Background: an optimization exercise with open tools, aiming at small area, a short achievable clock period and few clock cycles. Do not read the settings as production practice. RTL that was checked went through simulation tests only; none was proved equivalent to the original. Only the layout flow was run in runs 1 and 3; the RTL was not checked for function there.

### design.v
module matmul
#(
    parameter DIM_BITS = 16,
    parameter MEM_AW = 16,
    parameter MEM_DW = 32,
    parameter PREC = 16)
(
    input [MEM_AW-1:0] aBASE,
    input [DIM_BITS-1:0] aCOLS,
    input [DIM_BITS-1:0] aROWS,
    input [DIM_BITS-1:0] aSTRIDE,
    input [MEM_AW-1:0] bBASE,
    input [DIM_BITS-1:0] bCOLS,
    input [DIM_BITS-1:0] bSTRIDE,
    input [MEM_AW-1:0] cBASE,
    input [DIM_BITS-1:0] cSTRIDE,
    input clk,
    input go,
    input [MEM_DW-1:0] mem_rdata,
    input rst_n,
    output reg [MEM_AW-1:0] mem_addr,
    output reg mem_req,
    output [MEM_DW-1:0] mem_wdata,
    output reg mem_write,
    output reg ret
);
localparam S_IDLE = 3'd0;
localparam S_RD   = 3'd1;
localparam S_GAP  = 3'd2;
localparam S_WR   = 3'd3;
localparam S_INIT = 3'd4;
localparam K_A0 = 2'd0;
localparam K_B0 = 2'd1;
localparam K_B1 = 2'd2;
localparam K_A1 = 2'd3;
reg [2:0] st;
reg [1:0] ph;           
reg       gcnt;         
reg       kfirst;       
reg       wpend;        
reg       zero;         
reg       shortk;       
reg       w_r1, w_c1;   
reg       w_nrow;       
reg       w_done;       
reg [15:0] krem, jrem, irem;
reg [15:0] a_row, a_ptr, b_col, b_ptr, c_row, c_ptr;
reg [15:0] a_s, b_s, c_s;   
reg        klast, jlast, ilast, r1, c1;   
reg        bend;         
reg       q_v, d1_v, d2_v;
reg       q_f, d1_f, d2_f;
reg [1:0] q_k, d1_k, d2_k;
wire arr_a0 = d2_v & (d2_k == K_A0);
wire arr_b0 = d2_v & (d2_k == K_B0);
wire arr_b1 = d2_v & (d2_k == K_B1);
wire arr_a1 = d2_v & (d2_k == K_A1);
reg [15:0] ha0, hb0, hb1;
reg [15:0] xr;
reg [8:0] y_one, y_two, y_neg;    
wire [15:0] ysrc = arr_a1 ? hb0 : pend ? hb1 : mem_rdata[15:0];
wire [8:0] ysrc_one, ysrc_two, ysrc_neg;
matmul_booth_enc u_enc (.y(ysrc), .one(ysrc_one), .two(ysrc_two), .neg(ysrc_neg));
reg m_v, m_f, pend;
reg [31:0] ps, pc;       
wire [31:0] ms, mc;
matmul_csmul u_mul (.x(xr), .yone(y_one), .ytwo(y_two), .yneg(y_neg), .s(ms), .c(mc));
wire [31:0] acc_s = acc0 ^ ps ^ pc;
wire [31:0] acc_c = ((acc0 & ps) | (acc0 & pc) | (ps & pc));
reg [31:0] acc0, acc1, acc2, acc3;
assign mem_wdata = acc3;
wire [15:0] a_step2 = {a_s[14:0], 1'b0};
wire [15:0] c_step2 = {c_s[14:0], 1'b0};
reg [2:0]  st_n;
reg [1:0]  ph_n, q_k_n;
reg        mem_req_n, ret_n, q_v_n, q_f_n, mem_write_n;
reg        gcnt_n, kfirst_n, wpend_n, zero_n, shortk_n;
reg        w_r1_n, w_c1_n, w_nrow_n, w_done_n;
reg [15:0] mem_addr_n, krem_n, jrem_n, irem_n;
reg [15:0] a_row_n, a_ptr_n, b_col_n, b_ptr_n, c_row_n, c_ptr_n;
always @* begin
    st_n = st;
    ph_n = ph;
    gcnt_n = gcnt;
    kfirst_n = kfirst;
    wpend_n = wpend;
    zero_n = zero;
    shortk_n = shortk;
    w_r1_n = w_r1;
    w_c1_n = w_c1;
    w_nrow_n = w_nrow;
    w_done_n = w_done;
    krem_n = krem;
    jrem_n = jrem;
    irem_n = irem;
    a_row_n = a_row;
    a_ptr_n = a_ptr;
    b_col_n = b_col;
    b_ptr_n = b_ptr;
    c_row_n = c_row;
    c_ptr_n = c_ptr;
    mem_addr_n = a_ptr;
    mem_write_n = 1'b1;
    mem_req_n = 1'b0;
    ret_n = 1'b0;
    q_v_n = 1'b0;
    q_f_n = kfirst;
    q_k_n = ph;
    case (st)
        S_IDLE: begin
            if (go)
                st_n = S_INIT;
        end
        S_INIT: begin
            krem_n = aCOLS;
            jrem_n = bCOLS;
            irem_n = aROWS;
            a_row_n = aBASE;
            a_ptr_n = aBASE;
            b_col_n = bBASE;
            b_ptr_n = bBASE;
            c_row_n = cBASE;
            c_ptr_n = cBASE;
            kfirst_n = 1'b1;
            wpend_n = 1'b0;
            zero_n = (aCOLS == 16'd0);
            shortk_n = (aCOLS[15:1] == 15'd0);
            if (aROWS == 16'd0 || bCOLS == 16'd0) begin
                st_n = S_WR;
                ph_n = 2'd3;
                w_r1_n = 1'b1;
                w_c1_n = 1'b1;
                w_done_n = 1'b1;
            end
            else begin
                st_n = S_RD;
                ph_n = 2'd1;
                mem_addr_n = aBASE;
                mem_req_n = 1'b1;
                mem_write_n = 1'b0;
                q_v_n = 1'b1;
                q_f_n = 1'b1;
                q_k_n = K_A0;
            end
        end
        S_RD: begin
            mem_req_n = 1'b1;
            mem_write_n = 1'b0;
            q_v_n = 1'b1;
            case (ph)
                2'd0: begin
                    mem_addr_n = a_ptr;
                    ph_n = 2'd1;
                end
                2'd1: begin
                    mem_addr_n = b_ptr;
                    ph_n = 2'd2;
                    if (wpend) begin
                        st_n = S_WR;
                        ph_n = 2'd0;
                        wpend_n = 1'b0;
                    end
                end
                2'd2: begin
                    mem_addr_n = b_ptr + 16'd1;
                    ph_n = 2'd3;
                end
                2'd3: begin
                    mem_addr_n = a_ptr + a_s;
                    ph_n = 2'd0;
                    if (!bend) begin
                        krem_n = krem - 16'd1;
                        kfirst_n = 1'b0;
                        a_ptr_n = a_ptr + 16'd1;
                        b_ptr_n = b_ptr + b_s;
                    end
                    else begin
                        kfirst_n = 1'b1;
                        krem_n = aCOLS;
                        w_r1_n = r1;
                        w_c1_n = c1;
                        w_nrow_n = jlast;
                        w_done_n = jlast & ilast;
                        if (!jlast) begin
                            a_ptr_n = a_row;
                            b_col_n = b_col + 16'd2;
                            b_ptr_n = b_col + 16'd2;
                            jrem_n = jrem - 16'd2;
                        end
                        else begin
                            a_row_n = a_row + a_step2;
                            a_ptr_n = a_row + a_step2;
                            b_col_n = bBASE;
                            b_ptr_n = bBASE;
                            jrem_n = bCOLS;
                            irem_n = irem - 16'd2;
                        end
                        if ((jlast & ilast) | shortk) begin
                            st_n = S_GAP;
                            gcnt_n = 1'b0;
                        end
                        else begin
                            wpend_n = 1'b1;
                        end
                    end
                end
            endcase
        end
        S_GAP: begin
            gcnt_n = 1'b1;
            if (gcnt) begin
                st_n = S_WR;
                ph_n = 2'd0;
            end
        end
        S_WR: begin
            mem_write_n = 1'b1;
            case (ph)
                2'd0: begin
                    mem_addr_n = c_ptr;
                    mem_req_n = 1'b1;
                    ph_n = 2'd1;
                end
                2'd1: begin
                    mem_addr_n = c_ptr + 16'd1;
                    mem_req_n = ~w_c1;
                    ph_n = 2'd2;
                end
                2'd2: begin
                    mem_addr_n = c_ptr + c_s;
                    mem_req_n = ~w_r1;
                    ph_n = 2'd3;
                end
                2'd3: begin
                    mem_addr_n = mem_addr + 16'd1;
                    mem_req_n = ~w_r1 & ~w_c1;
                    if (w_nrow) begin
                        c_row_n = c_row + c_step2;
                        c_ptr_n = c_row + c_step2;
                    end
                    else begin
                        c_ptr_n = c_ptr + 16'd2;
                    end
                    if (w_done) begin
                        st_n = S_IDLE;
                        ret_n = 1'b1;
                    end
                    else begin
                        st_n = S_RD;
                        ph_n = shortk ? 2'd0 : 2'd2;
                    end
                end
            endcase
        end
    endcase
end
always @(posedge clk or negedge rst_n) begin
    if (~rst_n) begin
        st <= S_IDLE;
        mem_req <= 1'b0;
        ret <= 1'b0;
        q_v <= 1'b0;
        d1_v <= 1'b0;
        d2_v <= 1'b0;
        m_v <= 1'b0;
        pend <= 1'b0;
    end
    else begin
        st <= st_n;
        mem_req <= mem_req_n;
        ret <= ret_n;
        q_v <= q_v_n;
        d1_v <= q_v;
        d2_v <= d1_v;
        m_v <= pend | (d2_v && d2_k != K_A0);
        pend <= ~pend & d2_v & (d2_k == K_A1);
    end
end
always @(posedge clk) begin
    if (st == S_INIT) begin
        a_s <= aSTRIDE;
        b_s <= bSTRIDE;
        c_s <= cSTRIDE;
    end
    klast <= (krem[15:1] == 15'd0);
    bend <= (st == S_RD) && (ph == 2'd2) && klast;
    jlast <= (jrem[15:2] == 14'd0) && (jrem[1:0] != 2'd3);
    ilast <= (irem[15:2] == 14'd0) && (irem[1:0] != 2'd3);
    r1 <= (irem[15:1] == 15'd0);
    c1 <= (jrem[15:1] == 15'd0);
    ph <= ph_n;
    gcnt <= gcnt_n;
    kfirst <= kfirst_n;
    wpend <= wpend_n;
    zero <= zero_n;
    shortk <= shortk_n;
    w_r1 <= w_r1_n;
    w_c1 <= w_c1_n;
    w_nrow <= w_nrow_n;
    w_done <= w_done_n;
    krem <= krem_n;
    jrem <= jrem_n;
    irem <= irem_n;
    a_row <= a_row_n;
    a_ptr <= a_ptr_n;
    b_col <= b_col_n;
    b_ptr <= b_ptr_n;
    c_row <= c_row_n;
    c_ptr <= c_ptr_n;
    mem_addr <= mem_addr_n;
    mem_write <= mem_write_n;
    q_f <= q_f_n;
    q_k <= q_k_n;
    if (!pend)
        m_f <= d2_f;
end
always @(posedge clk) begin
    d1_f <= q_f;
    d1_k <= q_k;
    d2_f <= d1_f;
    d2_k <= d1_k;
    if (arr_a0) ha0 <= mem_rdata[15:0];
    if (arr_b0) hb0 <= mem_rdata[15:0];
    if (arr_b1) hb1 <= mem_rdata[15:0];
    if (zero)
        xr <= 16'd0;
    else if (arr_b0 | arr_b1)
        xr <= ha0;
    else if (arr_a1)
        xr <= mem_rdata[15:0];
    else if (!pend)
        xr <= 16'd0;
    y_one <= ysrc_one;
    y_two <= ysrc_two;
    y_neg <= ysrc_neg;
    ps <= ms;
    pc <= mc;
    acc3 <= acc_s + {acc_c[30:0], 1'b0};
    acc2 <= acc3;
    acc1 <= acc2;
    acc0 <= (m_v & m_f) ? 32'd0 : acc1;
end
endmodule
module matmul_booth_enc (
    input [15:0] y,
    output [8:0] one,
    output [8:0] two,
    output [8:0] neg
);
assign one[0] = y[0] ^ 1'b0;
assign two[0] = (y[1] & ~y[0] & ~1'b0) | (~y[1] & y[0] & 1'b0);
assign neg[0] = y[1];
assign one[1] = y[2] ^ y[1];
assign two[1] = (y[3] & ~y[2] & ~y[1]) | (~y[3] & y[2] & y[1]);
assign neg[1] = y[3];
assign one[2] = y[4] ^ y[3];
assign two[2] = (y[5] & ~y[4] & ~y[3]) | (~y[5] & y[4] & y[3]);
assign neg[2] = y[5];
assign one[3] = y[6] ^ y[5];
assign two[3] = (y[7] & ~y[6] & ~y[5]) | (~y[7] & y[6] & y[5]);
assign neg[3] = y[7];
assign one[4] = y[8] ^ y[7];
assign two[4] = (y[9] & ~y[8] & ~y[7]) | (~y[9] & y[8] & y[7]);
assign neg[4] = y[9];
assign one[5] = y[10] ^ y[9];
assign two[5] = (y[11] & ~y[10] & ~y[9]) | (~y[11] & y[10] & y[9]);
assign neg[5] = y[11];
assign one[6] = y[12] ^ y[11];
assign two[6] = (y[13] & ~y[12] & ~y[11]) | (~y[13] & y[12] & y[11]);
assign neg[6] = y[13];
assign one[7] = y[14] ^ y[13];
assign two[7] = (y[15] & ~y[14] & ~y[13]) | (~y[15] & y[14] & y[13]);
assign neg[7] = y[15];
assign one[8] = 1'b0 ^ y[15];
assign two[8] = (1'b0 & ~1'b0 & ~y[15]) | (~1'b0 & 1'b0 & y[15]);
assign neg[8] = 1'b0;
endmodule
module matmul_csmul (
    input [15:0] x,
    input [8:0] yone,
    input [8:0] ytwo,
    input [8:0] yneg,
    output [31:0] s,
    output [31:0] c
);
wire one0 = yone[0];
wire two0 = ytwo[0];
wire neg0 = yneg[0];
wire pp0_0 = ((one0 & x[0]) | (two0 & 1'b0)) ^ neg0;
wire pp0_1 = ((one0 & x[1]) | (two0 & x[0])) ^ neg0;
wire pp0_2 = ((one0 & x[2]) | (two0 & x[1])) ^ neg0;
wire pp0_3 = ((one0 & x[3]) | (two0 & x[2])) ^ neg0;
wire pp0_4 = ((one0 & x[4]) | (two0 & x[3])) ^ neg0;
wire pp0_5 = ((one0 & x[5]) | (two0 & x[4])) ^ neg0;
wire pp0_6 = ((one0 & x[6]) | (two0 & x[5])) ^ neg0;
wire pp0_7 = ((one0 & x[7]) | (two0 & x[6])) ^ neg0;
wire pp0_8 = ((one0 & x[8]) | (two0 & x[7])) ^ neg0;
wire pp0_9 = ((one0 & x[9]) | (two0 & x[8])) ^ neg0;
wire pp0_10 = ((one0 & x[10]) | (two0 & x[9])) ^ neg0;
wire pp0_11 = ((one0 & x[11]) | (two0 & x[10])) ^ neg0;
wire pp0_12 = ((one0 & x[12]) | (two0 & x[11])) ^ neg0;
wire pp0_13 = ((one0 & x[13]) | (two0 & x[12])) ^ neg0;
wire pp0_14 = ((one0 & x[14]) | (two0 & x[13])) ^ neg0;
wire pp0_15 = ((one0 & x[15]) | (two0 & x[14])) ^ neg0;
wire pp0_16 = ((one0 & 1'b0) | (two0 & x[15])) ^ neg0;
wire nn0 = ~neg0;
wire one1 = yone[1];
wire two1 = ytwo[1];
wire neg1 = yneg[1];
wire pp1_0 = ((one1 & x[0]) | (two1 & 1'b0)) ^ neg1;
wire pp1_1 = ((one1 & x[1]) | (two1 & x[0])) ^ neg1;
wire pp1_2 = ((one1 & x[2]) | (two1 & x[1])) ^ neg1;
wire pp1_3 = ((one1 & x[3]) | (two1 & x[2])) ^ neg1;
wire pp1_4 = ((one1 & x[4]) | (two1 & x[3])) ^ neg1;
wire pp1_5 = ((one1 & x[5]) | (two1 & x[4])) ^ neg1;
wire pp1_6 = ((one1 & x[6]) | (two1 & x[5])) ^ neg1;
wire pp1_7 = ((one1 & x[7]) | (two1 & x[6])) ^ neg1;
wire pp1_8 = ((one1 & x[8]) | (two1 & x[7])) ^ neg1;
wire pp1_9 = ((one1 & x[9]) | (two1 & x[8])) ^ neg1;
wire pp1_10 = ((one1 & x[10]) | (two1 & x[9])) ^ neg1;
wire pp1_11 = ((one1 & x[11]) | (two1 & x[10])) ^ neg1;
wire pp1_12 = ((one1 & x[12]) | (two1 & x[11])) ^ neg1;
wire pp1_13 = ((one1 & x[13]) | (two1 & x[12])) ^ neg1;
wire pp1_14 = ((one1 & x[14]) | (two1 & x[13])) ^ neg1;
wire pp1_15 = ((one1 & x[15]) | (two1 & x[14])) ^ neg1;
wire pp1_16 = ((one1 & 1'b0) | (two1 & x[15])) ^ neg1;
wire nn1 = ~neg1;
wire one2 = yone[2];
wire two2 = ytwo[2];
wire neg2 = yneg[2];
wire pp2_0 = ((one2 & x[0]) | (two2 & 1'b0)) ^ neg2;
wire pp2_1 = ((one2 & x[1]) | (two2 & x[0])) ^ neg2;
wire pp2_2 = ((one2 & x[2]) | (two2 & x[1])) ^ neg2;
wire pp2_3 = ((one2 & x[3]) | (two2 & x[2])) ^ neg2;
wire pp2_4 = ((one2 & x[4]) | (two2 & x[3])) ^ neg2;
wire pp2_5 = ((one2 & x[5]) | (two2 & x[4])) ^ neg2;
wire pp2_6 = ((one2 & x[6]) | (two2 & x[5])) ^ neg2;
wire pp2_7 = ((one2 & x[7]) | (two2 & x[6])) ^ neg2;
wire pp2_8 = ((one2 & x[8]) | (two2 & x[7])) ^ neg2;
wire pp2_9 = ((one2 & x[9]) | (two2 & x[8])) ^ neg2;
wire pp2_10 = ((one2 & x[10]) | (two2 & x[9])) ^ neg2;
wire pp2_11 = ((one2 & x[11]) | (two2 & x[10])) ^ neg2;
wire pp2_12 = ((one2 & x[12]) | (two2 & x[11])) ^ neg2;
wire pp2_13 = ((one2 & x[13]) | (two2 & x[12])) ^ neg2;
wire pp2_14 = ((one2 & x[14]) | (two2 & x[13])) ^ neg2;
wire pp2_15 = ((one2 & x[15]) | (two2 & x[14])) ^ neg2;
wire pp2_16 = ((one2 & 1'b0) | (two2 & x[15])) ^ neg2;
wire nn2 = ~neg2;
wire one3 = yone[3];
wire two3 = ytwo[3];
wire neg3 = yneg[3];
wire pp3_0 = ((one3 & x[0]) | (two3 & 1'b0)) ^ neg3;
wire pp3_1 = ((one3 & x[1]) | (two3 & x[0])) ^ neg3;
wire pp3_2 = ((one3 & x[2]) | (two3 & x[1])) ^ neg3;
wire pp3_3 = ((one3 & x[3]) | (two3 & x[2])) ^ neg3;
wire pp3_4 = ((one3 & x[4]) | (two3 & x[3])) ^ neg3;
wire pp3_5 = ((one3 & x[5]) | (two3 & x[4])) ^ neg3;
wire pp3_6 = ((one3 & x[6]) | (two3 & x[5])) ^ neg3;
wire pp3_7 = ((one3 & x[7]) | (two3 & x[6])) ^ neg3;
wire pp3_8 = ((one3 & x[8]) | (two3 & x[7])) ^ neg3;
wire pp3_9 = ((one3 & x[9]) | (two3 & x[8])) ^ neg3;
wire pp3_10 = ((one3 & x[10]) | (two3 & x[9])) ^ neg3;
wire pp3_11 = ((one3 & x[11]) | (two3 & x[10])) ^ neg3;
wire pp3_12 = ((one3 & x[12]) | (two3 & x[11])) ^ neg3;
wire pp3_13 = ((one3 & x[13]) | (two3 & x[12])) ^ neg3;
wire pp3_14 = ((one3 & x[14]) | (two3 & x[13])) ^ neg3;
wire pp3_15 = ((one3 & x[15]) | (two3 & x[14])) ^ neg3;
wire pp3_16 = ((one3 & 1'b0) | (two3 & x[15])) ^ neg3;
wire nn3 = ~neg3;
wire one4 = yone[4];
wire two4 = ytwo[4];
wire neg4 = yneg[4];
wire pp4_0 = ((one4 & x[0]) | (two4 & 1'b0)) ^ neg4;
wire pp4_1 = ((one4 & x[1]) | (two4 & x[0])) ^ neg4;
wire pp4_2 = ((one4 & x[2]) | (two4 & x[1])) ^ neg4;
wire pp4_3 = ((one4 & x[3]) | (two4 & x[2])) ^ neg4;
wire pp4_4 = ((one4 & x[4]) | (two4 & x[3])) ^ neg4;
wire pp4_5 = ((one4 & x[5]) | (two4 & x[4])) ^ neg4;
wire pp4_6 = ((one4 & x[6]) | (two4 & x[5])) ^ neg4;
wire pp4_7 = ((one4 & x[7]) | (two4 & x[6])) ^ neg4;
wire pp4_8 = ((one4 & x[8]) | (two4 & x[7])) ^ neg4;
wire pp4_9 = ((one4 & x[9]) | (two4 & x[8])) ^ neg4;
wire pp4_10 = ((one4 & x[10]) | (two4 & x[9])) ^ neg4;
wire pp4_11 = ((one4 & x[11]) | (two4 & x[10])) ^ neg4;
wire pp4_12 = ((one4 & x[12]) | (two4 & x[11])) ^ neg4;
wire pp4_13 = ((one4 & x[13]) | (two4 & x[12])) ^ neg4;
wire pp4_14 = ((one4 & x[14]) | (two4 & x[13])) ^ neg4;
wire pp4_15 = ((one4 & x[15]) | (two4 & x[14])) ^ neg4;
wire pp4_16 = ((one4 & 1'b0) | (two4 & x[15])) ^ neg4;
wire nn4 = ~neg4;
wire one5 = yone[5];
wire two5 = ytwo[5];
wire neg5 = yneg[5];
wire pp5_0 = ((one5 & x[0]) | (two5 & 1'b0)) ^ neg5;
wire pp5_1 = ((one5 & x[1]) | (two5 & x[0])) ^ neg5;
wire pp5_2 = ((one5 & x[2]) | (two5 & x[1])) ^ neg5;
wire pp5_3 = ((one5 & x[3]) | (two5 & x[2])) ^ neg5;
wire pp5_4 = ((one5 & x[4]) | (two5 & x[3])) ^ neg5;
wire pp5_5 = ((one5 & x[5]) | (two5 & x[4])) ^ neg5;
wire pp5_6 = ((one5 & x[6]) | (two5 & x[5])) ^ neg5;
wire pp5_7 = ((one5 & x[7]) | (two5 & x[6])) ^ neg5;
wire pp5_8 = ((one5 & x[8]) | (two5 & x[7])) ^ neg5;
wire pp5_9 = ((one5 & x[9]) | (two5 & x[8])) ^ neg5;
wire pp5_10 = ((one5 & x[10]) | (two5 & x[9])) ^ neg5;
wire pp5_11 = ((one5 & x[11]) | (two5 & x[10])) ^ neg5;
wire pp5_12 = ((one5 & x[12]) | (two5 & x[11])) ^ neg5;
wire pp5_13 = ((one5 & x[13]) | (two5 & x[12])) ^ neg5;
wire pp5_14 = ((one5 & x[14]) | (two5 & x[13])) ^ neg5;
wire pp5_15 = ((one5 & x[15]) | (two5 & x[14])) ^ neg5;
wire pp5_16 = ((one5 & 1'b0) | (two5 & x[15])) ^ neg5;
wire nn5 = ~neg5;
wire one6 = yone[6];
wire two6 = ytwo[6];
wire neg6 = yneg[6];
wire pp6_0 = ((one6 & x[0]) | (two6 & 1'b0)) ^ neg6;
wire pp6_1 = ((one6 & x[1]) | (two6 & x[0])) ^ neg6;
wire pp6_2 = ((one6 & x[2]) | (two6 & x[1])) ^ neg6;
wire pp6_3 = ((one6 & x[3]) | (two6 & x[2])) ^ neg6;
wire pp6_4 = ((one6 & x[4]) | (two6 & x[3])) ^ neg6;
wire pp6_5 = ((one6 & x[5]) | (two6 & x[4])) ^ neg6;
wire pp6_6 = ((one6 & x[6]) | (two6 & x[5])) ^ neg6;
wire pp6_7 = ((one6 & x[7]) | (two6 & x[6])) ^ neg6;
wire pp6_8 = ((one6 & x[8]) | (two6 & x[7])) ^ neg6;
wire pp6_9 = ((one6 & x[9]) | (two6 & x[8])) ^ neg6;
wire pp6_10 = ((one6 & x[10]) | (two6 & x[9])) ^ neg6;
wire pp6_11 = ((one6 & x[11]) | (two6 & x[10])) ^ neg6;
wire pp6_12 = ((one6 & x[12]) | (two6 & x[11])) ^ neg6;
wire pp6_13 = ((one6 & x[13]) | (two6 & x[12])) ^ neg6;
wire pp6_14 = ((one6 & x[14]) | (two6 & x[13])) ^ neg6;
wire pp6_15 = ((one6 & x[15]) | (two6 & x[14])) ^ neg6;
wire pp6_16 = ((one6 & 1'b0) | (two6 & x[15])) ^ neg6;
wire nn6 = ~neg6;
wire one7 = yone[7];
wire two7 = ytwo[7];
wire neg7 = yneg[7];
wire pp7_0 = ((one7 & x[0]) | (two7 & 1'b0)) ^ neg7;
wire pp7_1 = ((one7 & x[1]) | (two7 & x[0])) ^ neg7;
wire pp7_2 = ((one7 & x[2]) | (two7 & x[1])) ^ neg7;
wire pp7_3 = ((one7 & x[3]) | (two7 & x[2])) ^ neg7;
wire pp7_4 = ((one7 & x[4]) | (two7 & x[3])) ^ neg7;
wire pp7_5 = ((one7 & x[5]) | (two7 & x[4])) ^ neg7;
wire pp7_6 = ((one7 & x[6]) | (two7 & x[5])) ^ neg7;
wire pp7_7 = ((one7 & x[7]) | (two7 & x[6])) ^ neg7;
wire pp7_8 = ((one7 & x[8]) | (two7 & x[7])) ^ neg7;
wire pp7_9 = ((one7 & x[9]) | (two7 & x[8])) ^ neg7;
wire pp7_10 = ((one7 & x[10]) | (two7 & x[9])) ^ neg7;
wire pp7_11 = ((one7 & x[11]) | (two7 & x[10])) ^ neg7;
wire pp7_12 = ((one7 & x[12]) | (two7 & x[11])) ^ neg7;
wire pp7_13 = ((one7 & x[13]) | (two7 & x[12])) ^ neg7;
wire pp7_14 = ((one7 & x[14]) | (two7 & x[13])) ^ neg7;
wire pp7_15 = ((one7 & x[15]) | (two7 & x[14])) ^ neg7;
wire pp7_16 = ((one7 & 1'b0) | (two7 & x[15])) ^ neg7;
wire nn7 = ~neg7;
wire one8 = yone[8];
wire two8 = ytwo[8];
wire neg8 = yneg[8];
wire pp8_0 = ((one8 & x[0]) | (two8 & 1'b0)) ^ neg8;
wire pp8_1 = ((one8 & x[1]) | (two8 & x[0])) ^ neg8;
wire pp8_2 = ((one8 & x[2]) | (two8 & x[1])) ^ neg8;
wire pp8_3 = ((one8 & x[3]) | (two8 & x[2])) ^ neg8;
wire pp8_4 = ((one8 & x[4]) | (two8 & x[3])) ^ neg8;
wire pp8_5 = ((one8 & x[5]) | (two8 & x[4])) ^ neg8;
wire pp8_6 = ((one8 & x[6]) | (two8 & x[5])) ^ neg8;
wire pp8_7 = ((one8 & x[7]) | (two8 & x[6])) ^ neg8;
wire pp8_8 = ((one8 & x[8]) | (two8 & x[7])) ^ neg8;
wire pp8_9 = ((one8 & x[9]) | (two8 & x[8])) ^ neg8;
wire pp8_10 = ((one8 & x[10]) | (two8 & x[9])) ^ neg8;
wire pp8_11 = ((one8 & x[11]) | (two8 & x[10])) ^ neg8;
wire pp8_12 = ((one8 & x[12]) | (two8 & x[11])) ^ neg8;
wire pp8_13 = ((one8 & x[13]) | (two8 & x[12])) ^ neg8;
wire pp8_14 = ((one8 & x[14]) | (two8 & x[13])) ^ neg8;
wire pp8_15 = ((one8 & x[15]) | (two8 & x[14])) ^ neg8;
wire s1 = pp0_10 ^ pp1_8;
wire c2 = pp0_10 & pp1_8;
wire s3 = pp0_11 ^ pp1_9;
wire c4 = pp0_11 & pp1_9;
wire s5 = pp0_12 ^ pp1_10 ^ pp2_8;
wire c6 = (pp0_12 & pp1_10) | (pp0_12 & pp2_8) | (pp1_10 & pp2_8);
wire s7 = pp3_6 ^ pp4_4;
wire c8 = pp3_6 & pp4_4;
wire s9 = pp0_13 ^ pp1_11 ^ pp2_9;
wire c10 = (pp0_13 & pp1_11) | (pp0_13 & pp2_9) | (pp1_11 & pp2_9);
wire s11 = pp3_7 ^ pp4_5;
wire c12 = pp3_7 & pp4_5;
wire s13 = pp0_14 ^ pp1_12 ^ pp2_10;
wire c14 = (pp0_14 & pp1_12) | (pp0_14 & pp2_10) | (pp1_12 & pp2_10);
wire s15 = pp3_8 ^ pp4_6 ^ pp5_4;
wire c16 = (pp3_8 & pp4_6) | (pp3_8 & pp5_4) | (pp4_6 & pp5_4);
wire s17 = pp6_2 ^ pp7_0;
wire c18 = pp6_2 & pp7_0;
wire s19 = pp0_15 ^ pp1_13 ^ pp2_11;
wire c20 = (pp0_15 & pp1_13) | (pp0_15 & pp2_11) | (pp1_13 & pp2_11);
wire s21 = pp3_9 ^ pp4_7 ^ pp5_5;
wire c22 = (pp3_9 & pp4_7) | (pp3_9 & pp5_5) | (pp4_7 & pp5_5);
wire s23 = pp6_3 ^ pp7_1;
wire c24 = pp6_3 & pp7_1;
wire s25 = pp0_16 ^ pp1_14 ^ pp2_12;
wire c26 = (pp0_16 & pp1_14) | (pp0_16 & pp2_12) | (pp1_14 & pp2_12);
wire s27 = pp3_10 ^ pp4_8 ^ pp5_6;
wire c28 = (pp3_10 & pp4_8) | (pp3_10 & pp5_6) | (pp4_8 & pp5_6);
wire s29 = pp6_4 ^ pp7_2 ^ pp8_0;
wire c30 = (pp6_4 & pp7_2) | (pp6_4 & pp8_0) | (pp7_2 & pp8_0);
wire s31 = neg0 ^ pp1_15 ^ pp2_13;
wire c32 = (neg0 & pp1_15) | (neg0 & pp2_13) | (pp1_15 & pp2_13);
wire s33 = pp3_11 ^ pp4_9 ^ pp5_7;
wire c34 = (pp3_11 & pp4_9) | (pp3_11 & pp5_7) | (pp4_9 & pp5_7);
wire s35 = pp6_5 ^ pp7_3 ^ pp8_1;
wire c36 = (pp6_5 & pp7_3) | (pp6_5 & pp8_1) | (pp7_3 & pp8_1);
wire s37 = neg0 ^ pp1_16 ^ pp2_14;
wire c38 = (neg0 & pp1_16) | (neg0 & pp2_14) | (pp1_16 & pp2_14);
wire s39 = pp3_12 ^ pp4_10 ^ pp5_8;
wire c40 = (pp3_12 & pp4_10) | (pp3_12 & pp5_8) | (pp4_10 & pp5_8);
wire s41 = pp6_6 ^ pp7_4 ^ pp8_2;
wire c42 = (pp6_6 & pp7_4) | (pp6_6 & pp8_2) | (pp7_4 & pp8_2);
wire s43 = nn0 ^ nn1 ^ pp2_15;
wire c44 = (nn0 & nn1) | (nn0 & pp2_15) | (nn1 & pp2_15);
wire s45 = pp3_13 ^ pp4_11 ^ pp5_9;
wire c46 = (pp3_13 & pp4_11) | (pp3_13 & pp5_9) | (pp4_11 & pp5_9);
wire s47 = pp6_7 ^ pp7_5 ^ pp8_3;
wire c48 = (pp6_7 & pp7_5) | (pp6_7 & pp8_3) | (pp7_5 & pp8_3);
wire s49 = pp2_16 ^ pp3_14 ^ pp4_12;
wire c50 = (pp2_16 & pp3_14) | (pp2_16 & pp4_12) | (pp3_14 & pp4_12);
wire s51 = pp5_10 ^ pp6_8 ^ pp7_6;
wire c52 = (pp5_10 & pp6_8) | (pp5_10 & pp7_6) | (pp6_8 & pp7_6);
wire s53 = pp8_4 ^ 1'b1;
wire c54 = pp8_4 & 1'b1;
wire s55 = nn2 ^ pp3_15 ^ pp4_13;
wire c56 = (nn2 & pp3_15) | (nn2 & pp4_13) | (pp3_15 & pp4_13);
wire s57 = pp5_11 ^ pp6_9 ^ pp7_7;
wire c58 = (pp5_11 & pp6_9) | (pp5_11 & pp7_7) | (pp6_9 & pp7_7);
wire s59 = pp3_16 ^ pp4_14 ^ pp5_12;
wire c60 = (pp3_16 & pp4_14) | (pp3_16 & pp5_12) | (pp4_14 & pp5_12);
wire s61 = pp6_10 ^ pp7_8;
wire c62 = pp6_10 & pp7_8;
wire s63 = nn3 ^ pp4_15 ^ pp5_13;
wire c64 = (nn3 & pp4_15) | (nn3 & pp5_13) | (pp4_15 & pp5_13);
wire s65 = pp4_16 ^ pp5_14;
wire c66 = pp4_16 & pp5_14;
wire s67 = pp0_6 ^ pp1_4;
wire c68 = pp0_6 & pp1_4;
wire s69 = pp0_7 ^ pp1_5;
wire c70 = pp0_7 & pp1_5;
wire s71 = pp0_8 ^ pp1_6 ^ pp2_4;
wire c72 = (pp0_8 & pp1_6) | (pp0_8 & pp2_4) | (pp1_6 & pp2_4);
wire s73 = pp3_2 ^ pp4_0;
wire c74 = pp3_2 & pp4_0;
wire s75 = pp0_9 ^ pp1_7 ^ pp2_5;
wire c76 = (pp0_9 & pp1_7) | (pp0_9 & pp2_5) | (pp1_7 & pp2_5);
wire s77 = pp3_3 ^ pp4_1;
wire c78 = pp3_3 & pp4_1;
wire s79 = pp2_6 ^ pp3_4 ^ pp4_2;
wire c80 = (pp2_6 & pp3_4) | (pp2_6 & pp4_2) | (pp3_4 & pp4_2);
wire s81 = pp5_0 ^ neg5 ^ s1;
wire c82 = (pp5_0 & neg5) | (pp5_0 & s1) | (neg5 & s1);
wire s83 = pp2_7 ^ pp3_5 ^ pp4_3;
wire c84 = (pp2_7 & pp3_5) | (pp2_7 & pp4_3) | (pp3_5 & pp4_3);
wire s85 = pp5_1 ^ s3 ^ c2;
wire c86 = (pp5_1 & s3) | (pp5_1 & c2) | (s3 & c2);
wire s87 = pp5_2 ^ pp6_0 ^ neg6;
wire c88 = (pp5_2 & pp6_0) | (pp5_2 & neg6) | (pp6_0 & neg6);
wire s89 = s5 ^ s7 ^ c4;
wire c90 = (s5 & s7) | (s5 & c4) | (s7 & c4);
wire s91 = pp5_3 ^ pp6_1 ^ s9;
wire c92 = (pp5_3 & pp6_1) | (pp5_3 & s9) | (pp6_1 & s9);
wire s93 = s11 ^ c6 ^ c8;
wire c94 = (s11 & c6) | (s11 & c8) | (c6 & c8);
wire s95 = neg7 ^ s13 ^ s15;
wire c96 = (neg7 & s13) | (neg7 & s15) | (s13 & s15);
wire s97 = s17 ^ c10 ^ c12;
wire c98 = (s17 & c10) | (s17 & c12) | (c10 & c12);
wire s99 = s19 ^ s21 ^ s23;
wire c100 = (s19 & s21) | (s19 & s23) | (s21 & s23);
wire s101 = c14 ^ c16 ^ c18;
wire c102 = (c14 & c16) | (c14 & c18) | (c16 & c18);
wire s103 = s25 ^ s27 ^ s29;
wire c104 = (s25 & s27) | (s25 & s29) | (s27 & s29);
wire s105 = c20 ^ c22 ^ c24;
wire c106 = (c20 & c22) | (c20 & c24) | (c22 & c24);
wire s107 = s31 ^ s33 ^ s35;
wire c108 = (s31 & s33) | (s31 & s35) | (s33 & s35);
wire s109 = c26 ^ c28 ^ c30;
wire c110 = (c26 & c28) | (c26 & c30) | (c28 & c30);
wire s111 = s37 ^ s39 ^ s41;
wire c112 = (s37 & s39) | (s37 & s41) | (s39 & s41);
wire s113 = c32 ^ c34 ^ c36;
wire c114 = (c32 & c34) | (c32 & c36) | (c34 & c36);
wire s115 = s43 ^ s45 ^ s47;
wire c116 = (s43 & s45) | (s43 & s47) | (s45 & s47);
wire s117 = c38 ^ c40 ^ c42;
wire c118 = (c38 & c40) | (c38 & c42) | (c40 & c42);
wire s119 = s49 ^ s51 ^ s53;
wire c120 = (s49 & s51) | (s49 & s53) | (s51 & s53);
wire s121 = c44 ^ c46 ^ c48;
wire c122 = (c44 & c46) | (c44 & c48) | (c46 & c48);
wire s123 = pp8_5 ^ s55 ^ s57;
wire c124 = (pp8_5 & s55) | (pp8_5 & s57) | (s55 & s57);
wire s125 = c50 ^ c52 ^ c54;
wire c126 = (c50 & c52) | (c50 & c54) | (c52 & c54);
wire s127 = pp8_6 ^ 1'b1 ^ s59;
wire c128 = (pp8_6 & 1'b1) | (pp8_6 & s59) | (1'b1 & s59);
wire s129 = s61 ^ c56 ^ c58;
wire c130 = (s61 & c56) | (s61 & c58) | (c56 & c58);
wire s131 = pp6_11 ^ pp7_9 ^ pp8_7;
wire c132 = (pp6_11 & pp7_9) | (pp6_11 & pp8_7) | (pp7_9 & pp8_7);
wire s133 = s63 ^ c60 ^ c62;
wire c134 = (s63 & c60) | (s63 & c62) | (c60 & c62);
wire s135 = pp6_12 ^ pp7_10 ^ pp8_8;
wire c136 = (pp6_12 & pp7_10) | (pp6_12 & pp8_8) | (pp7_10 & pp8_8);
wire s137 = 1'b1 ^ s65 ^ c64;
wire c138 = (1'b1 & s65) | (1'b1 & c64) | (s65 & c64);
wire s139 = nn4 ^ pp5_15 ^ pp6_13;
wire c140 = (nn4 & pp5_15) | (nn4 & pp6_13) | (pp5_15 & pp6_13);
wire s141 = pp7_11 ^ pp8_9 ^ c66;
wire c142 = (pp7_11 & pp8_9) | (pp7_11 & c66) | (pp8_9 & c66);
wire s143 = pp5_16 ^ pp6_14 ^ pp7_12;
wire c144 = (pp5_16 & pp6_14) | (pp5_16 & pp7_12) | (pp6_14 & pp7_12);
wire s145 = pp8_10 ^ 1'b1;
wire c146 = pp8_10 & 1'b1;
wire s147 = nn5 ^ pp6_15 ^ pp7_13;
wire c148 = (nn5 & pp6_15) | (nn5 & pp7_13) | (pp6_15 & pp7_13);
wire s149 = pp6_16 ^ pp7_14;
wire c150 = pp6_16 & pp7_14;
wire s151 = pp0_4 ^ pp1_2;
wire c152 = pp0_4 & pp1_2;
wire s153 = pp0_5 ^ pp1_3;
wire c154 = pp0_5 & pp1_3;
wire s155 = pp2_2 ^ pp3_0 ^ neg3;
wire c156 = (pp2_2 & pp3_0) | (pp2_2 & neg3) | (pp3_0 & neg3);
wire s157 = pp2_3 ^ pp3_1 ^ s69;
wire c158 = (pp2_3 & pp3_1) | (pp2_3 & s69) | (pp3_1 & s69);
wire s159 = neg4 ^ s71 ^ s73;
wire c160 = (neg4 & s71) | (neg4 & s73) | (s71 & s73);
wire s161 = s75 ^ s77 ^ c72;
wire c162 = (s75 & s77) | (s75 & c72) | (s77 & c72);
wire s163 = s79 ^ s81 ^ c76;
wire c164 = (s79 & s81) | (s79 & c76) | (s81 & c76);
wire s165 = s83 ^ s85 ^ c80;
wire c166 = (s83 & s85) | (s83 & c80) | (s85 & c80);
wire s167 = s87 ^ s89 ^ c84;
wire c168 = (s87 & s89) | (s87 & c84) | (s89 & c84);
wire s169 = s91 ^ s93 ^ c88;
wire c170 = (s91 & s93) | (s91 & c88) | (s93 & c88);
wire s171 = s95 ^ s97 ^ c92;
wire c172 = (s95 & s97) | (s95 & c92) | (s97 & c92);
wire s173 = s99 ^ s101 ^ c96;
wire c174 = (s99 & s101) | (s99 & c96) | (s101 & c96);
wire s175 = s103 ^ s105 ^ c100;
wire c176 = (s103 & s105) | (s103 & c100) | (s105 & c100);
wire s177 = s107 ^ s109 ^ c104;
wire c178 = (s107 & s109) | (s107 & c104) | (s109 & c104);
wire s179 = s111 ^ s113 ^ c108;
wire c180 = (s111 & s113) | (s111 & c108) | (s113 & c108);
wire s181 = s115 ^ s117 ^ c112;
wire c182 = (s115 & s117) | (s115 & c112) | (s117 & c112);
wire s183 = s119 ^ s121 ^ c116;
wire c184 = (s119 & s121) | (s119 & c116) | (s121 & c116);
wire s185 = s123 ^ s125 ^ c120;
wire c186 = (s123 & s125) | (s123 & c120) | (s125 & c120);
wire s187 = s127 ^ s129 ^ c124;
wire c188 = (s127 & s129) | (s127 & c124) | (s129 & c124);
wire s189 = s131 ^ s133 ^ c128;
wire c190 = (s131 & s133) | (s131 & c128) | (s133 & c128);
wire s191 = s135 ^ s137 ^ c132;
wire c192 = (s135 & s137) | (s135 & c132) | (s137 & c132);
wire s193 = s139 ^ s141 ^ c136;
wire c194 = (s139 & s141) | (s139 & c136) | (s141 & c136);
wire s195 = s143 ^ s145 ^ c140;
wire c196 = (s143 & s145) | (s143 & c140) | (s145 & c140);
wire s197 = pp8_11 ^ s147 ^ c144;
wire c198 = (pp8_11 & s147) | (pp8_11 & c144) | (s147 & c144);
wire s199 = pp8_12 ^ 1'b1 ^ s149;
wire c200 = (pp8_12 & 1'b1) | (pp8_12 & s149) | (1'b1 & s149);
wire s201 = nn6 ^ pp7_15 ^ pp8_13;
wire c202 = (nn6 & pp7_15) | (nn6 & pp8_13) | (pp7_15 & pp8_13);
wire s203 = pp7_16 ^ pp8_14;
wire c204 = pp7_16 & pp8_14;
wire s205 = pp0_2 ^ pp1_0;
wire c206 = pp0_2 & pp1_0;
wire s207 = pp0_3 ^ pp1_1;
wire c208 = pp0_3 & pp1_1;
wire s209 = pp2_0 ^ neg2 ^ s151;
wire c210 = (pp2_0 & neg2) | (pp2_0 & s151) | (neg2 & s151);
wire s211 = pp2_1 ^ s153 ^ c152;
wire c212 = (pp2_1 & s153) | (pp2_1 & c152) | (s153 & c152);
wire s213 = s67 ^ s155 ^ c154;
wire c214 = (s67 & s155) | (s67 & c154) | (s155 & c154);
wire s215 = c68 ^ s157 ^ c156;
wire c216 = (c68 & s157) | (c68 & c156) | (s157 & c156);
wire s217 = c70 ^ s159 ^ c158;
wire c218 = (c70 & s159) | (c70 & c158) | (s159 & c158);
wire s219 = c74 ^ s161 ^ c160;
wire c220 = (c74 & s161) | (c74 & c160) | (s161 & c160);
wire s221 = c78 ^ s163 ^ c162;
wire c222 = (c78 & s163) | (c78 & c162) | (s163 & c162);
wire s223 = c82 ^ s165 ^ c164;
wire c224 = (c82 & s165) | (c82 & c164) | (s165 & c164);
wire s225 = c86 ^ s167 ^ c166;
wire c226 = (c86 & s167) | (c86 & c166) | (s167 & c166);
wire s227 = c90 ^ s169 ^ c168;
wire c228 = (c90 & s169) | (c90 & c168) | (s169 & c168);
wire s229 = c94 ^ s171 ^ c170;
wire c230 = (c94 & s171) | (c94 & c170) | (s171 & c170);
wire s231 = c98 ^ s173 ^ c172;
wire c232 = (c98 & s173) | (c98 & c172) | (s173 & c172);
wire s233 = c102 ^ s175 ^ c174;
wire c234 = (c102 & s175) | (c102 & c174) | (s175 & c174);
wire s235 = c106 ^ s177 ^ c176;
wire c236 = (c106 & s177) | (c106 & c176) | (s177 & c176);
wire s237 = c110 ^ s179 ^ c178;
wire c238 = (c110 & s179) | (c110 & c178) | (s179 & c178);
wire s239 = c114 ^ s181 ^ c180;
wire c240 = (c114 & s181) | (c114 & c180) | (s181 & c180);
wire s241 = c118 ^ s183 ^ c182;
wire c242 = (c118 & s183) | (c118 & c182) | (s183 & c182);
wire s243 = c122 ^ s185 ^ c184;
wire c244 = (c122 & s185) | (c122 & c184) | (s185 & c184);
wire s245 = c126 ^ s187 ^ c186;
wire c246 = (c126 & s187) | (c126 & c186) | (s187 & c186);
wire s247 = c130 ^ s189 ^ c188;
wire c248 = (c130 & s189) | (c130 & c188) | (s189 & c188);
wire s249 = c134 ^ s191 ^ c190;
wire c250 = (c134 & s191) | (c134 & c190) | (s191 & c190);
wire s251 = c138 ^ s193 ^ c192;
wire c252 = (c138 & s193) | (c138 & c192) | (s193 & c192);
wire s253 = c142 ^ s195 ^ c194;
wire c254 = (c142 & s195) | (c142 & c194) | (s195 & c194);
wire s255 = c146 ^ s197 ^ c196;
wire c256 = (c146 & s197) | (c146 & c196) | (s197 & c196);
wire s257 = c148 ^ s199 ^ c198;
wire c258 = (c148 & s199) | (c148 & c198) | (s199 & c198);
wire s259 = c150 ^ s201 ^ c200;
wire c260 = (c150 & s201) | (c150 & c200) | (s201 & c200);
wire s261 = 1'b1 ^ s203 ^ c202;
wire c262 = (1'b1 & s203) | (1'b1 & c202) | (s203 & c202);
wire s263 = nn7 ^ pp8_15 ^ c204;
wire c264 = (nn7 & pp8_15) | (nn7 & c204) | (pp8_15 & c204);
assign s[0] = pp0_0;
assign c[0] = neg0;
assign s[1] = pp0_1;
assign c[1] = 1'b0;
assign s[2] = neg1;
assign c[2] = s205;
assign s[3] = s207;
assign c[3] = c206;
assign s[4] = s209;
assign c[4] = c208;
assign s[5] = s211;
assign c[5] = c210;
assign s[6] = s213;
assign c[6] = c212;
assign s[7] = s215;
assign c[7] = c214;
assign s[8] = s217;
assign c[8] = c216;
assign s[9] = s219;
assign c[9] = c218;
assign s[10] = s221;
assign c[10] = c220;
assign s[11] = s223;
assign c[11] = c222;
assign s[12] = s225;
assign c[12] = c224;
assign s[13] = s227;
assign c[13] = c226;
assign s[14] = s229;
assign c[14] = c228;
assign s[15] = s231;
assign c[15] = c230;
assign s[16] = s233;
assign c[16] = c232;
assign s[17] = s235;
assign c[17] = c234;
assign s[18] = s237;
assign c[18] = c236;
assign s[19] = s239;
assign c[19] = c238;
assign s[20] = s241;
assign c[20] = c240;
assign s[21] = s243;
assign c[21] = c242;
assign s[22] = s245;
assign c[22] = c244;
assign s[23] = s247;
assign c[23] = c246;
assign s[24] = s249;
assign c[24] = c248;
assign s[25] = s251;
assign c[25] = c250;
assign s[26] = s253;
assign c[26] = c252;
assign s[27] = s255;
assign c[27] = c254;
assign s[28] = s257;
assign c[28] = c256;
assign s[29] = s259;
assign c[29] = c258;
assign s[30] = s261;
assign c[30] = c260;
assign s[31] = s263;
assign c[31] = c262;
endmodule
### flow/run.sh
#!/bin/bash
# The standard layout, with two changes to how it is made (the SDC and its
# 10 ns clock are unchanged): port buffers use the small buf_1 cell instead of
# the default delay buffer, and repair_timing aims for a larger setup margin.
set -euo pipefail
bash standard.sh 'BUFFER_PORTS_ARGS=-buffer_cell sky130_fd_sc_hd__buf_1' SETUP_SLACK_MARGIN=7 finish > standard_make.log 2>&1
### standard.sh
#!/bin/bash
# synth_recipe.tcl (not shown) runs the flow's synth.tcl, then flattens the netlist and writes it again
# the make line also repeats each setting of config.mk as NAME=value (left out here)
make -C /OpenROAD-flow-scripts/flow DESIGN_CONFIG=/design/flow/config.mk WORK_HOME=/design/flow/orfs CLKGATE_MAP_FILE= SYNTH_SCRIPT=/design/flow/synth_recipe.tcl "${@:-finish}"
### config.mk
export PLATFORM = sky130hd
export DESIGN_NAME = matmul
export DESIGN_NICKNAME = matmul
export VERILOG_FILES = /design/flow/design.v
export SDC_FILE = /design/flow/constraint.sdc
export NUM_CORES = 4
export LEC_CHECK = 0
export ABC_CLOCK_PERIOD_IN_PS = 3000
export CAP_MARGIN = 20
export CORE_MARGIN = 2
export CORE_UTILIZATION = 40
export PLACE_DENSITY = 0.6
export SLEW_MARGIN = 20
### constraint.sdc
create_clock -name core_clock -period 10.0 [get_ports {clk}]
set_input_delay 2.0000 -clock core_clock [delete_from_list [all_inputs] [get_ports {clk}]]
set_output_delay 2.0000 -clock core_clock [all_outputs]
set_load 0.01 [all_outputs]
==> flow_metrics.tcl, run 1 <==
set metrics [dict create \
    critPathLaunchType "input port" \
    synth_cells 3010 \
    start_util_pct 40.4 \
    use_met2_pct 37.8 \
    grt_pass1_vias 23900 \
    die_x_um 281 \
    ys_ff_latch 525 \
    drc 0 \
    yosys_warnings 1 \
    placed_area_mm2 0.0327 \
    crit_path_top_delay_cell "or4_1" \
    finalCritPeriodShare_pct 33.6 \
    tightest_slew_ns 1.09 \
    synthTopCellsByArea "edfxtp_1 (25%), dfxtp_1 (17%), fa_1 (9.0%), xnor2_1 (6.1%), ha_1 (5.5%)" \
    dp_hpwl_um 57600 \
    design_area_mm2 0.0375 \
    io_pins 230 \
    synthTopCellsByCount "dfxtp_1 (263), edfxtp_1 (252), nand2_1 (248), xnor2_1 (215), nor2_1 (177)" \
    worstSetupPathType "input port to register" \
    finalCriticalPeriod_ns 3.36 \
    grt_use_total_pct 21.4 \
    post-synth-top-count-cell "dfxtp_1" \
    setup_violations 0 \
    crit_fanout 4 \
    antenna_found_initial 11 \
    timing.slew.headroom_pct 27.1 \
    numCtsBuffers 59 \
    wire_per_inst_um 19.7 \
    syn_nets 3462 \
    hold_buffers 0 \
    rsz0062_at_grt "yes" \
    cts-root-buf "clkbuf_16" \
    wl_um 85700 \
    crit_required_ns 10.49 \
    synth_cell_types 86 \
    cts_tree "built" \
    avgSynthCellArea_um2 10.2 \
    finalSetupTns_ns 0 \
    ys_async_sr_fraction_pct 1.90 \
    gp_congestion 0.914 \
    hold_class "register to register" \
    dr.pass1.iters 6 \
    cp_slowest_stage_delay_ns 0.47 \
    cts_max_level 2 \
    busiest_layer "met2" \
    rows 101 \
    grt_pass1_wl_um 133000 \
    cp_cell_sequence "buf_6 -> nor4_4 -> nand4_1 -> nand2_4 -> nor2_4 -> a32o_2 -> or4_1 -> o21ai_1 -> o22ai_1" \
    status "timing/DRC/antenna clean" \
    clock.fmax_mhz 297 \
    gr-usage-met3_pct 3.70 \
    clk_latency_ns 0.66 \
    clockBufferDepth 3 \
    io_buffers 213 \
    globalRouteMet1Util_pct 25.6 \
    yosysTopAreaCellShare_pct 24.6 \
    cp-end-kind "register" \
    clock-sinks 525 \
    drtAntennaViolNets 0 \
    grt_max_degree 78 \
    core-area_mm2 0.0761 \
    yosysTopAreaCell "edfxtp_1" \
    dieArea_mm2 0.0791 \
    syn_area_mm2 0.0307 \
    cts.clk_slew.worst_paths_ns 0.06 \
    hold_viol 0 \
    n_fill_cell 6958 \
    via_per_inst 5.44 \
    synth_edf_count 252 \
    syn_to_final_growth_pct 21.8 \
    worstPathArrival_ns 3.85 \
    vias 23700 \
    finClkSkew_ns 0.0463 \
    grt-ovfl-total 0 \
    die_h_um 281 \
    first_iter_violations 1670 \
    ys_dominant_reg_cell "dfxtp_1" \
    drive_gt1_share_pct 19.2 \
    timing.final.max_slew_violations 0 \
    ys_seq_area_share_pct 42.5 \
    cap_violations 0 \
    final_nets 3729 \
]
-- worst paths after layout --
kind,from,to,slack [ns],cells after the start
max in group asynchronous,rst_n,m_v,8.06,1
min in group asynchronous,rst_n,ret,1.42,1
worst max-delay path,bCOLS[6],mem_addr[15],6.64,9
worst min-delay path,acc2[16],acc1[16],0.32,0
worst max register to register,st[1],mem_addr[15],6.82,10
worst min register to register,acc2[16],acc1[16],0.32,0
-- stage by stage --
stage / worst slack, ns / util (%) / hold slack, ns / cells
floorplan: 6.37 / - / 0.310 / 3010
global placement: 5.73 / 43.0 / 0.310 / 4107
detailed placement: 5.70 / 43.0 / 0.312 / 4107
CTS: 6.65 / 48.3 / 0.318 / 4315
global route: 6.57 / 49.2 / 0.324 / 4358
finish: 6.64 / 49.2 / 0.317 / 4362
-- sequential cells by signal, summed over array words and instances, names as in the netlist, 31 cells and up --
register / flops
pc: 31
ps: 32
acc1: 32
acc2: 32
acc0: 32
acc3: 32
-- worst max-delay path: cells and delay by family --
kind,cells,cell delay [ns]
simple gates,5,1.24
buf+inv,1,0.10
compound gates,3,0.51
-- cells in the final DEF (no fill, tap or decap), drive strengths merged, types with 94 or more instances in the layout --
cell,synthesis,final
edfxtp,252,252
nor2,177,177
xnor2,215,215
o21ai,182,182
xor2,94,94
fa,139,139
ha,134,134
dfxtp,263,263
a22oi,127,127
nand2,248,248
a21oi,128,128
inv,172,174
buf,32,379
-- layout make-up --
type | count | area, um^2 | share of cell area, %
inverter | 174 | 686 | 1.83
sequential | 525 | 13300 | 35.5
multi-input combinational | 2136 | 17400 | 46.5
tap | 1030 | 1290 | 3.44
clock inverter | 30 | 383 | 1.02
clock buffer | 82 | 1660 | 4.42
timing repair inverter | 1 | 5.00 | 0.0134
antenna | 4 | 10.0 | 0.0267
timing repair buffer | 380 | 2720 | 7.26
-- what timing repair did --
action | 4_1_cts | 5_1_grt
endpoints found under the setup margin | 118 | 116
buffers inserted | 96 | 41
gates cloned | 0 | 2
pin swaps | 75 | 83
gates resized for setup | 369 | 101
-- kinds of logic (layout without fill, tap and decap cells) --
| logic type | Yosys count | in the layout | synth area share [%] |
|---|---|---|---|
| AND/OR/NAND/NOR | 802 | 803 | 12.7 |
| AO/OA/AOI/OAI | 690 | 690 | 14.8 |
| flip-flops | 525 | 525 | 42.5 |
| buffers and inverters | 350 | 667 | 4.37 |
| XOR/XNOR | 309 | 309 | 8.80 |
| adder cells (fa/ha/maj) | 273 | 273 | 14.5 |
| multiplexers | 61 | 61 | 2.23 |
| other | 0 | 4 | 0 |
-- per-layer routing --
layer / part of all wire (%) / wire length [um]
met5: 0.10 / 88
met2: 50 / 42500
met1: 40 / 34400
met4: 4.1 / 3550
met3: 6.1 / 5230
==> run 2, diff against run 1 <==
--- a/design.v
+++ b/design.v
@@ -48,5 +48,4 @@
 reg [15:0] a_s, b_s, c_s;   
 reg        klast, jlast, ilast, r1, c1;   
-reg        bend;         
 reg       q_v, d1_v, d2_v;
 reg       q_f, d1_f, d2_f;
@@ -169,5 +168,5 @@
                     mem_addr_n = a_ptr + a_s;
                     ph_n = 2'd0;
-                    if (!bend) begin
+                    if (!klast) begin
                         krem_n = krem - 16'd1;
                         kfirst_n = 1'b0;
@@ -284,5 +283,4 @@
     end
     klast <= (krem[15:1] == 15'd0);
-    bend <= (st == S_RD) && (ph == 2'd2) && klast;
     jlast <= (jrem[15:2] == 14'd0) && (jrem[1:0] != 2'd3);
     ilast <= (irem[15:2] == 14'd0) && (irem[1:0] != 2'd3);
==> flow_metrics.tcl, run 2 <==
set metrics [dict create \
    clock.fmax_mhz 311 \
    yosys_warnings 1 \
    timing.slew.headroom_pct 27.8 \
    core-area_mm2 0.0756 \
    first_iter_violations 1746 \
    worstPathArrival_ns 1.22 \
    n_fill_cell 6936 \
    wire_per_inst_um 18.7 \
    gp_congestion 0.845 \
    setup_violations 0 \
    cts_tree "built" \
    post-synth-top-count-cell "dfxtp_1" \
    worstSetupPathDepth 1 \
    io_pins 230 \
    cp_slowest_stage_delay_ns 0.41 \
    cp_cell_sequence "clkbuf_2" \
    holdPathStages 0 \
    rows 101 \
    hold_buffers 0 \
    r2r_cells 10 \
    finalSetupTns_ns 0 \
    grt-ovfl-total 0 \
    worst-path-buf-inv 1 \
    grt_max_degree 84 \
    final_common_cell "edfxtp_1" \
    ys_ff_latch 524 \
    timing.final.max_slew_violations 0 \
    numCtsBuffers 59 \
    finalCriticalPeriod_ns 3.22 \
    synthTopCellsByArea "edfxtp_1 (25%), dfxtp_1 (17%), fa_1 (9.2%), xnor2_1 (6.6%), ha_1 (5.5%)" \
    via_per_inst 5.32 \
    synth_cells 2958 \
    crit_path_top_delay_cell "dfrtp_1" \
    hold_class "register to register" \
    start_util_pct 40.2 \
    status "timing/DRC/antenna clean" \
    synthTopCellsByCount "dfxtp_1 (262), nand2_1 (257), edfxtp_1 (252), xnor2_1 (228), nor2_1 (197)" \
    io_buffers 213 \
    path_delay_family "flip-flops" \
    finalCritPeriodShare_pct 32.2 \
    syn_area_mm2 0.0304 \
    dp_slack_ns 5.89 \
    yosysTopAreaCell "edfxtp_1" \
    most-common-layout-cells "edfxtp_1 (252), nand2_1 (250), xnor2_1 (208), nor2_1 (189), dfxtp_1 (172)" \
    final_nets 3668 \
    worstSetupPathType "register to output port" \
    cts-root-buf "clkbuf_16" \
    ys_dominant_reg_cell "dfxtp_1" \
    dr.pass1.iters 10 \
    synth_edf_count 252 \
    syn_nets 3410 \
    cap_violations 0 \
    cp-end-kind "output port" \
    rsz0062_at_grt "yes" \
    grt_pass1_vias 22200 \
    clk_latency_ns 0.67 \
    drtAntennaViolNets 0 \
    dieArea_mm2 0.0781 \
    crit_required_ns 8.00 \
    yosysTopAreaCellShare_pct 24.9 \
    clock-sinks 524 \
    clockBufferDepth 3 \
    antenna_found_initial 9 \
    avgSynthCellArea_um2 10.3 \
    tightest_slew_ns 1.08 \
    setup_ws_ns 6.78 \
    critPathLaunchType "register" \
    crit_fanout 1 \
    cts.clk_slew.worst_paths_ns 0.06 \
    drive_gt1_share_pct 20.1 \
    ys_async_sr_fraction_pct 1.91 \
    vias 22600 \
    syn_to_final_growth_pct 22.0 \
    wl_um 79500 \
    die_h_um 280 \
    hold_viol 0 \
    finClkSkew_ns 0.0609 \
    grt_pass1_wl_um 124000 \
    cts_max_level 2 \
    grt_use_total_pct 19.9 \
    synth_cell_types 91 \
    dp_hpwl_um 54800 \
    drc 0 \
    die_x_um 280 \
    ys_seq_area_share_pct 43.0 \
]
-- run 2: path summary, 6_finish.rpt --
check | from | to | slack, ns
min in group asynchronous | rst_n | mem_req | 1.46
max reg2reg | xr[11] | ps[21] | 6.92
max in group asynchronous | rst_n | m_v | 7.89
max | ret | ret | 6.78
min reg2reg | q_k[1] | d1_k[1] | 0.29
min | q_k[1] | d1_k[1] | 0.29
-- run 2: per-layer routing --
layer,up-vias,global-route usage (%),wire (um)
met2,611,33.6,38200
li1,11000,-,-
met1,10900,26.5,34800
met3,126,2.89,4340
met4,4,6.09,2140
met5,-,0,28
-- run 2: per-stage QoR --
| step | std cells | util (%) | hold slack, ns | instance area (um^2) |
|---|---|---|---|---|
| after floorplan | 2958 | - | 0.310 | 31300 |
| after global placement | 4005 | 42.8 | 0.310 | 32300 |
| after detailed placement | 4005 | 42.8 | 0.312 | 32300 |
| after CTS | 4201 | 47.9 | 0.282 | 36200 |
| after global routing | 4249 | 49.0 | 0.298 | 37100 |
| final | 4250 | 49.0 | 0.285 | 37100 |
-- run 2: area by class of cell --
| type | count | area [um^2] | share of cell area, % |
|---|---|---|---|
| clock inverter | 34 | 400 | 1.08 |
| timing repair inverter | 1 | 5.00 | 0.0135 |
| timing repair buffer | 363 | 2560 | 6.92 |
| tap | 978 | 1220 | 3.30 |
| multi-input combinational | 2093 | 17100 | 46.2 |
| clock buffer | 78 | 1740 | 4.71 |
| inverter | 174 | 684 | 1.85 |
| antenna | 5 | 12.5 | 0.0338 |
| sequential | 524 | 13300 | 35.9 |
-- run 2: logic make-up (layout without fill, tap and decap cells) --
family                   Yosys count  in the layout  share of synthesized area (%)
AO/OA/AOI/OAI                    663            663                           14.3
XOR/XNOR                         325            325                           9.37
adder cells (fa/ha/maj)          273            273                           14.7
buffers and inverters            342            650                           4.29
flip-flops                       524            524                           43.0
multiplexers                      63             63                           2.37
other                              0              5                              0
AND/OR/NAND/NOR                  768            769                           12.0
-- run 2: what timing repair did --
item,in CTS,in global routing
gates resized for setup,341,136
setup endpoints to repair,158,140
cloned,1,1
pin swaps,51,98
buffers inserted,83,43
Testbench counts of run 2, summed over its fixed seeds: cycles 52,372.
==> run 3, diff against run 2 <==
--- a/design.v
+++ b/design.v
@@ -46,6 +46,6 @@
 reg [15:0] krem, jrem, irem;
 reg [15:0] a_row, a_ptr, b_col, b_ptr, c_row, c_ptr;
-reg [15:0] a_s, b_s, c_s;   
 reg        klast, jlast, ilast, r1, c1;   
+reg        bend;         
 reg       q_v, d1_v, d2_v;
 reg       q_f, d1_f, d2_f;
@@ -69,6 +69,6 @@
 reg [31:0] acc0, acc1, acc2, acc3;
 assign mem_wdata = acc3;
-wire [15:0] a_step2 = {a_s[14:0], 1'b0};
-wire [15:0] c_step2 = {c_s[14:0], 1'b0};
+wire [15:0] a_step2 = {aSTRIDE[14:0], 1'b0};
+wire [15:0] c_step2 = {cSTRIDE[14:0], 1'b0};
 reg [2:0]  st_n;
 reg [1:0]  ph_n, q_k_n;
@@ -166,11 +166,11 @@
                 end
                 2'd3: begin
-                    mem_addr_n = a_ptr + a_s;
+                    mem_addr_n = a_ptr + aSTRIDE;
                     ph_n = 2'd0;
-                    if (!klast) begin
+                    if (!bend) begin
                         krem_n = krem - 16'd1;
                         kfirst_n = 1'b0;
                         a_ptr_n = a_ptr + 16'd1;
-                        b_ptr_n = b_ptr + b_s;
+                        b_ptr_n = b_ptr + bSTRIDE;
                     end
                     else begin
@@ -227,5 +227,5 @@
                 end
                 2'd2: begin
-                    mem_addr_n = c_ptr + c_s;
+                    mem_addr_n = c_ptr + cSTRIDE;
                     mem_req_n = ~w_r1;
                     ph_n = 2'd3;
@@ -277,10 +277,6 @@
 end
 always @(posedge clk) begin
-    if (st == S_INIT) begin
-        a_s <= aSTRIDE;
-        b_s <= bSTRIDE;
-        c_s <= cSTRIDE;
-    end
     klast <= (krem[15:1] == 15'd0);
+    bend <= (st == S_RD) && (ph == 2'd2) && klast;
     jlast <= (jrem[15:2] == 14'd0) && (jrem[1:0] != 2'd3);
     ilast <= (irem[15:2] == 14'd0) && (irem[1:0] != 2'd3);
==> flow_metrics.tcl, run 3 <==
set metrics [dict create \
    syn_area_mm2 0.0290 \
    die_h_um 273 \
    crit_fanout 5 \
    cap_violations 0 \
    path_delay_family "compound AO/OA/AOI/OAI gates" \
    ys_ff_latch 477 \
    placed_area_mm2 0.0314 \
    syn_to_final_growth_pct 28.4 \
    hold_class "register to register" \
    hold_buffers 0 \
    worstSetupPathType "input port to register" \
    timing.slew.headroom_pct 30.2 \
    final_nets 3751 \
    cts-root-buf "clkbuf_16" \
    drc 0 \
    grt_pass1_wl_um 131000 \
    finalCritPeriodShare_pct 37.8 \
    status "timing/DRC/antenna clean" \
    design_area_mm2 0.0373 \
    crit_path_top_delay_cell "or3_1" \
    rows 98 \
    drive_gt1_share_pct 25.8 \
    die_x_um 273 \
    synth_cell_types 79 \
    numCtsBuffers 55 \
    via_per_inst 5.46 \
    first_iter_violations 1663 \
    drtAntennaViolNets 0 \
    hold_viol 0 \
    cts_tree "built" \
    timing.final.max_slew_violations 0 \
    grt-ovfl-total 0 \
    final_common_cell "nand2_1" \
    cts_max_level 2 \
    gr-usage-met3_pct 3.67 \
    grt_use_total_pct 22.0 \
    clk_latency_ns 0.66 \
    setup_violations 0 \
    grt_pass1_vias 24000 \
    grt_max_degree 63 \
    finClkSkew_ns 0.0734 \
    cts.clk_slew.worst_paths_ns 0.06 \
    globalRouteMet1Util_pct 27.4 \
    worst-path-buf-inv 1 \
]
[run 3: cell type report]
| cell class | count | area, um^2 | area share (%) |
|---|---|---|---|
| well taps | 950 | 1190 | 3.19 |
| multi-input cells | 2138 | 18100 | 48.5 |
| diodes | 3 | 7.51 | 0.0202 |
| clock inverters | 27 | 427 | 1.15 |
| flip-flops and latches | 477 | 11800 | 31.8 |
| clock buffers | 77 | 1600 | 4.30 |
| inverters | 170 | 662 | 1.78 |
| repair buffers | 457 | 3460 | 9.29 |
[run 3: timing repair]
| item | CTS | global route |
|---|---|---|
| pin swaps | 192 | 144 |
| endpoints found under the setup margin | 205 | 226 |
| gates resized for setup | 481 | 140 |
| buffers inserted | 167 | 50 |
[run 3: worst register-to-register path, cell delays in order, from the launching register on]
cell and delay, ns:
dfxtp_2 0.32, fa_1 0.57, ha_4 0.21, nor2b_4 0.12, o31a_1 0.30, a211oi_4 0.38
a221oi_4 0.13, a31oi_4 0.27, o21ai_4 0.11, o41ai_4 0.38, or4b_1 0.49, o211ai_1 0.12
[run 3: stage by stage]
stage / instances / util, % / setup WS [ns] / hold WS (ns)
after floorplan: 2953 / - / 5.84 / 0.310
after global placement: 3975 / 43.9 / 5.24 / 0.312
after detailed placement: 3975 / 43.9 / 5.12 / 0.312
after CTS: 4246 / 50.7 / 6.18 / 0.288
after global routing: 4299 / 52.0 / 6.17 / 0.288
final: 4299 / 52.0 / 6.22 / 0.286
[run 3: path summary, 6_finish.rpt]
path	from	end	slack, ns	depth (start not counted)
min in group asynchronous	rst_n	d2_v	1.50	1
max reg2reg	ps[3]	acc3[29]	6.43	11
max	aSTRIDE[5]	a_ptr[15]	6.22	10
max in group asynchronous	rst_n	d1_v	7.84	1
min reg2reg	acc2[31]	acc1[31]	0.29	0
min	acc2[31]	acc1[31]	0.29	0
[run 3: cells by family after synthesis]
group	after synthesis	synth area share, %
mux	55	2.06
flops	477	40.1
simple gates	799	12.7
compound gates	689	15.6
xor+xnor	322	9.72
buf+inv	338	4.38
fa+ha+maj	273	15.4
[run 3: layer usage]
layer / part of all wire, % / wire, um
met1: 42 / 35300
met2: 49 / 41700
met3: 5.7 / 4810
met4: 3.3 / 2760
met5: 0 / 0

==> separate check: timing with driven ports <==
No port has a modelled driver above. Below, the same layouts with a new extraction and two added sets of constraints.
Step 1 assumes that a clkbuf_16 drives the clock port and a buf_2 every other input.
Step 2, shift: input delay + t, output delay - t, t = (earliest + latest rising clock arrival at the registers) / 2. This alone moves slack from input paths to output paths.
Three values: ideal ports, drivers, drivers and shift; two values: the first two.
run	t, ns	setup slack, ns	worst setup path after step 2	slew at the worst register clock pin (ns)
run 1	0.708	6.635 / 6.673 / 5.966	input to register	0.07 / 0.07
run 2	0.700	6.784 / 6.722 / 6.295	input to register	0.07 / 0.07
run 3	0.690	6.224 / 6.254 / 5.564	input to register	0.07 / 0.07
After both steps setup and hold are still met in every run listed. For run 1, which loses most, drivers alone change the setup slack by +0.038 ns; drivers and shift together by -0.669 ns.
